Context: an optimization exercise on an open-source flow, tuned for small area and a short achievable clock period. The choices shown serve that exercise and are no tape-out recipe. Where RTL was checked, it was by simulation tests only, not by an equivalence proof against the original.

==> v7: inputs <==
Design fir_bandstop, start of the top module:
module fir_bandstop ( clk, in, out );
input  wire clk;
input  wire [15:0]in;
output wire [57:0]out;
wire [33:0] y;
fir fir_bs_inst(
	.clk(clk),
	.in(in),
	.y(y)
	);
assign out = {{24{y[33]}}, y};
endmodule
Settings: LEC_CHECK=0, CAP_MARGIN=50, CORE_MARGIN=2, CORE_UTILIZATION=50, SLEW_MARGIN=75, SYNTH_HIERARCHICAL=1, SYNTH_MINIMUM_KEEP_SIZE=0; clock period 12.0 ns.
run.sh (not shown) runs the stock make flow with config.mk's settings and CLKGATE_MAP_FILE= SYNTH_SCRIPT=/design/flow/synth_recipe.tcl, a recipe that flattens the netlist after the stock synthesis.
==> inputs of v39, as changes to v7 <==
- CAP_MARGIN: 50 -> 20
- SLEW_MARGIN: 75 -> 20
==> inputs of v17, as changes to v7 <==
- CAP_MARGIN: 50 -> 20
- CORE_UTILIZATION: 50 -> 55
- CTS_BUF_LIST: not set -> sky130_fd_sc_hd__clkbuf_4 sky130_fd_sc_hd__clkbuf_8
- CTS_CLUSTER_SIZE: not set -> 25
- SLEW_MARGIN: 75 -> 20
==> run summary <==
* Status: timing/DRC/antenna clean
* Die height at 335.0 um
* N_taps at 1414
* Worst path cell trace: ha_1 > fa_1 > a21o_1 > a21oi_1 > o21ai_0 > nand3_1 > a31oi_1 > o2bb2ai_2 > fa_1 > fa_1 > fa_1 > fa_1
* Top sig layer: met4
* FF-to-FF path depth at 12
* Final min period at 5.172 ns
* Final hold slack at 0.3214 ns
* Gp weighted congestion at 0.9773
* Most frequent cells in the layout: 1269 x fa_1, 923 x dfxtp_1, 387 x inv_1
* H-tree Lvls at 3
* Avg WL per Cell at 30.35 um
* Drt total wl at 169600 um
* Non-filler instance count after layout at 5588
the above is filed under v39

==> run summary <==
* Status: timing/DRC/antenna clean
* Gp weighted congestion at 0.9773
* Final min period at 5.011 ns
* N_taps at 1414
* H-tree Lvls at 3
* Final hold slack at 0.3174 ns
* Most frequent cells in the layout: 1260 x fa_1, 880 x dfxtp_1, 384 x inv_1
* Avg WL per Cell at 29.81 um
* Top sig layer: met4
the above is filed under v7

==> run summary <==
* Status: timing/DRC/antenna clean
* Final min period at 5.240 ns
* Top sig layer: met5
* N_taps at 1287
* Avg WL per Cell at 30.60 um
* Worst path cell trace: ha_1 > a21o_1 > a21oi_1 > o21ai_0 > nand2_1 > o21ai_0 > a2111o_1 > nand3_1 > fa_1 > fa_1 > fa_1 > fa_1
* Post-synth EDFFs at 0
* Die height at 319.6 um
* Final hold slack at 0.3207 ns
* Most frequent cells in the layout: 1269 x fa_1, 923 x dfxtp_1, 387 x inv_1
* Post-CTS Setup Bufs at 0
* H-tree Lvls at 4
the above is filed under v17

No run of this note included a check of the RTL's function; only the layout flow was run.


==> 06-19: inputs <==
fir_bandstop, a different RTL version from the one above (not shown whole).
Settings: LEC_CHECK=0, CAP_MARGIN=20, CORE_MARGIN=2, CORE_UTILIZATION=50, CTS_CLUSTER_DIAMETER=60, CTS_CLUSTER_SIZE=30, SLEW_MARGIN=20, SYNTH_HIERARCHICAL=1, SYNTH_MINIMUM_KEEP_SIZE=0; clock period 12.0 ns.
standard.sh (not shown) runs the stock make flow with config.mk's settings and CLKGATE_MAP_FILE= SYNTH_SCRIPT=/design/flow/synth_recipe.tcl, a recipe that flattens the netlist after the stock synthesis.
==> flow/flow/run.sh <==
#!/bin/bash
set -euo pipefail
export BUFFER_PORTS_ARGS="-buffer_cell sky130_fd_sc_hd__buf_2"
export SETUP_SLACK_MARGIN=8.6
export CTS_ARGS="-sink_clustering_enable -repair_clock_nets -sink_clustering_size 24 -sink_clustering_max_diameter 45 -root_buf sky130_fd_sc_hd__clkbuf_16 -sink_clustering_buffer sky130_fd_sc_hd__clkbuf_8 -dont_use_dummy_load"
bash standard.sh > standard.log 2>&1   # ORFS's own logs stay under orfs/logs/
==> inputs of 09-22, as changes to 06-19 <==
--- a/flow/flow/run.sh
+++ b/flow/flow/run.sh
@@ -3,3 +3,3 @@
 export BUFFER_PORTS_ARGS="-buffer_cell sky130_fd_sc_hd__buf_2"
-export SETUP_SLACK_MARGIN=8.6
+export SETUP_SLACK_MARGIN=8.5
 export CTS_ARGS="-sink_clustering_enable -repair_clock_nets -sink_clustering_size 24 -sink_clustering_max_diameter 45 -root_buf sky130_fd_sc_hd__clkbuf_16 -sink_clustering_buffer sky130_fd_sc_hd__clkbuf_8 -dont_use_dummy_load"
--- a/flow/config.mk
+++ b/flow/config.mk
@@ -7,2 +7,3 @@
 export LEC_CHECK = 0
+export ABC_AREA = 1
 export CAP_MARGIN = 20
==> inputs of 05-27, as changes to 06-19 <==
==> flow/flow/run.sh (replaced) <==
#!/bin/bash
set -euo pipefail
export BUFFER_PORTS_ARGS="-buffer_cell sky130_fd_sc_hd__buf_2"
export SETUP_SLACK_MARGIN=8.6
export CTS_ARGS="-sink_clustering_enable -repair_clock_nets -sink_clustering_size 20 -sink_clustering_max_diameter 50 -root_buf sky130_fd_sc_hd__clkbuf_16 -sink_clustering_buffer sky130_fd_sc_hd__clkbuf_8 -dont_use_dummy_load"
bash standard.sh > standard.log 2>&1   # ORFS's own logs stay under orfs/logs/
==> inputs of 09-12, as changes to 06-19 <==
--- a/flow/flow/run.sh
+++ b/flow/flow/run.sh
@@ -3,3 +3,3 @@
 export BUFFER_PORTS_ARGS="-buffer_cell sky130_fd_sc_hd__buf_2"
-export SETUP_SLACK_MARGIN=8.6
+export SETUP_SLACK_MARGIN=8.5
 export CTS_ARGS="-sink_clustering_enable -repair_clock_nets -sink_clustering_size 24 -sink_clustering_max_diameter 45 -root_buf sky130_fd_sc_hd__clkbuf_16 -sink_clustering_buffer sky130_fd_sc_hd__clkbuf_8 -dont_use_dummy_load"
--- a/flow/config.mk
+++ b/flow/config.mk
@@ -7,2 +7,3 @@
 export LEC_CHECK = 0
+export ABC_CLOCK_PERIOD_IN_PS = 3000
 export CAP_MARGIN = 20
==> flow_summary.json <==
{
  "run_status": "complete, no violations",
  "grt_pass1_wl_microns": 271000,
  "inverters": 554,
  "cts_buffers": 119,
  "area_delta_synth_final_pct": 8.77,
  "multi_input_area_sq_mm": 0.0363,
  "synth_xor_area_share_pct": 2.08,
  "drt_iter0_drc": 2926,
  "syn-cell-area_sq_mm": 0.0568,
  "synthCells": 4672,
  "fillerInstances": 9656,
  "dr_wl_met3_microns": 18300,
  "synthMuxAreaShare_pct": 0,
  "grt_use_met2_pct": 53.5,
  "dp.cells": 6266,
  "routed-wl-met2_microns": 87600,
  "grt.total_usage_pct": 34.0,
  "synth-compound-area-share_pct": 2.76
}
(the above is from 09-22)
==> flow_summary.json <==
{
  "run_status": "complete, no violations",
  "synthCells": 3689,
  "clkbuf_count": 105,
  "inverters": 324,
  "drt_iter0_drc": 2194,
  "syn-cell-area_sq_mm": 0.0539,
  "area_delta_synth_final_pct": 9.13,
  "fillerInstances": 8834,
  "grt_use_met2_pct": 49.8,
  "dr_wl_met3_microns": 14000,
  "synth-compound-area-share_pct": 5.46,
  "dp.cells": 5181,
  "synthMuxAreaShare_pct": 0.0209,
  "grt.total_usage_pct": 30.9
}
(the above is from 06-19)
==> flow_summary.json <==
{
  "inverters": 324,
  "dp.cells": 5181,
  "drt_iter0_drc": 2108,
  "grt_use_met2_pct": 49.6,
  "run_status": "complete, no violations",
  "fillerInstances": 8870,
  "synthCells": 3689,
  "synthMuxAreaShare_pct": 0.0209,
  "dr_wl_met3_microns": 14600,
  "area_delta_synth_final_pct": 9.01,
  "synth-compound-area-share_pct": 5.46,
  "postRouteAntennaNets": 0,
  "grt.total_usage_pct": 30.9,
  "rsz0062_at_grt": "yes",
  "cts_buffers": 99,
  "grt_pass1_wl_microns": 237000,
  "max-cap-violations": 0,
  "syn-cell-area_sq_mm": 0.0539,
  "synth_xor_area_share_pct": 2.96
}
(the above is from 05-27)
==> flow_summary.json <==
{
  "synthMuxAreaShare_pct": 0.0209,
  "dr_wl_met3_microns": 13900,
  "run_status": "complete, no violations",
  "fillerInstances": 8845,
  "syn-cell-area_sq_mm": 0.0539,
  "multi_input_area_sq_mm": 0.0344,
  "synth-compound-area-share_pct": 5.46,
  "dp.cells": 5181,
  "finClkSkew_ns": 0.0695,
  "synthCells": 3689,
  "inverters": 324,
  "grt_use_met2_pct": 49.7,
  "routed-wl-met2_microns": 76300,
  "drt_iter0_drc": 2314,
  "area_delta_synth_final_pct": 8.50
}
(the above is from 09-12)


==> inputs of exp/amber <==
fir_bandstop, a different RTL version from the one above (not shown whole).
Settings: LEC_CHECK=0, CAP_MARGIN=20, CORE_MARGIN=2, CORE_UTILIZATION=60, CTS_CLUSTER_DIAMETER=60, CTS_CLUSTER_SIZE=30, SLEW_MARGIN=20, SYNTH_HIERARCHICAL=1, SYNTH_MINIMUM_KEEP_SIZE=0; clock period 12.0 ns.
==> flow/flow/run.sh <==
#!/bin/bash
set -euo pipefail
export BUFFER_PORTS_ARGS="-buffer_cell sky130_fd_sc_hd__buf_2"
export SETUP_SLACK_MARGIN=8.7
bash standard.sh > standard.log 2>&1
==> inputs of exp/ember, as changes to exp/amber <==
==> flow/flow/run.sh (replaced) <==
#!/bin/bash
set -euo pipefail
export BUFFER_PORTS_ARGS="-buffer_cell sky130_fd_sc_hd__buf_2"
export SETUP_SLACK_MARGIN=8.45
bash standard.sh > standard.log 2>&1
--- a/flow/config.mk
+++ b/flow/config.mk
@@ -8,7 +8,7 @@
 export CAP_MARGIN = 20
 export CORE_MARGIN = 2
-export CORE_UTILIZATION = 60
-export CTS_CLUSTER_DIAMETER = 60
-export CTS_CLUSTER_SIZE = 30
+export CORE_UTILIZATION = 50
+export CTS_CLUSTER_DIAMETER = 45
+export CTS_CLUSTER_SIZE = 40
 export SLEW_MARGIN = 20
 export SYNTH_HIERARCHICAL = 1
==> summary.txt <==
Finish
  • Most frequent cells in the layout: 1327 x fa_1, 654 x dfxtp_1, 294 x inv_1, 178 x ha_1, 176 x dfxtp_4

Die
  • CORE AREA: 92900 um^2

Setup path
  • Critical path endpoint: out[17]
  • CP peak stage delay: 0.38 ns

GRT
  • Number of global-route vias before repair: 37300

Outcome
  • Status: finished clean

Drt
  • Drt wl/cell: 39.4 um
Source of the figures above: exp/amber

==> summary.txt <==
Hold path
  • Hold depth: 0

Clock network
  • Clk latency of the worst-skew pair: 0.72 ns
  • Clock root cell: clkbuf_16

Finish
  • Area of the multi-input gates: 36400 um^2
  • Most frequent cells in the layout: 1433 x fa_1, 744 x dfxtp_1, 298 x inv_1, 178 x ha_1, 174 x dfxtp_2
  • Fin area: 63100 um^2

Outcome
  • Status: finished clean

Synth
  • Synth Area in Compound Gates: 4.58%
  • Largest family of logic cells by synthesized area: adder cells

Die
  • CORE AREA: 111000 um^2

Setup path
  • Critical path buffers and inverters: 1
  • Critical path endpoint: out[54]

GRT
  • Number of global-route vias before repair: 34400

STA
  • Slew headroom: 20.7%
Source of the figures above: exp/ember

==> separate check: timing with driven ports <==
The flow's constraints put no driver on any port. The routed layouts listed below were extracted and timed again, unchanged, in two steps. Step 1 (the two cells are an assumption about what drives the block):
set clk [get_ports {clk}]
set_driving_cell -lib_cell sky130_fd_sc_hd__clkbuf_16 $clk
set_driving_cell -lib_cell sky130_fd_sc_hd__buf_2 [delete_from_list [all_inputs] $clk]
Step 2, shift: input delay + t, output delay - t, t = (earliest + latest rising clock arrival at the registers) / 2. This alone moves slack from input paths to output paths. Slacks: ideal / step 1 / step 2; pairs: ideal / step 1.
| run | t (ns) | slack for setup (ns) | worst setup path after step 2 | pins driven straight from the clock port |
|---|---|---|---|---|
| v7 | 0.770 | 6.989 / 6.989 / 6.989 | register to register | 1 |
| v39 | 0.772 | 6.828 / 6.828 / 6.828 | register to register | 1 |
| v17 | 0.909 | 6.760 / 6.760 / 6.760 | register to register | 1 |
| 06-19 | 0.704 | 8.492 / 8.419 / 8.550 | register to register | 1 |
| 09-22 | 0.751 | 8.466 / 8.387 / 8.501 | register to register | 1 |
| 05-27 | 0.699 | 8.483 / 8.404 / 8.529 | register to register | 1 |
| 09-12 | 0.705 | 8.488 / 8.421 / 8.535 | register to register | 1 |
| exp/amber | 0.768 | 8.394 / 8.320 / 8.587 | register to register | 1 |
| exp/ember | 0.782 | 8.439 / 8.361 / 8.446 | register to register | 1 |
After both steps setup and hold are still met in every run listed.
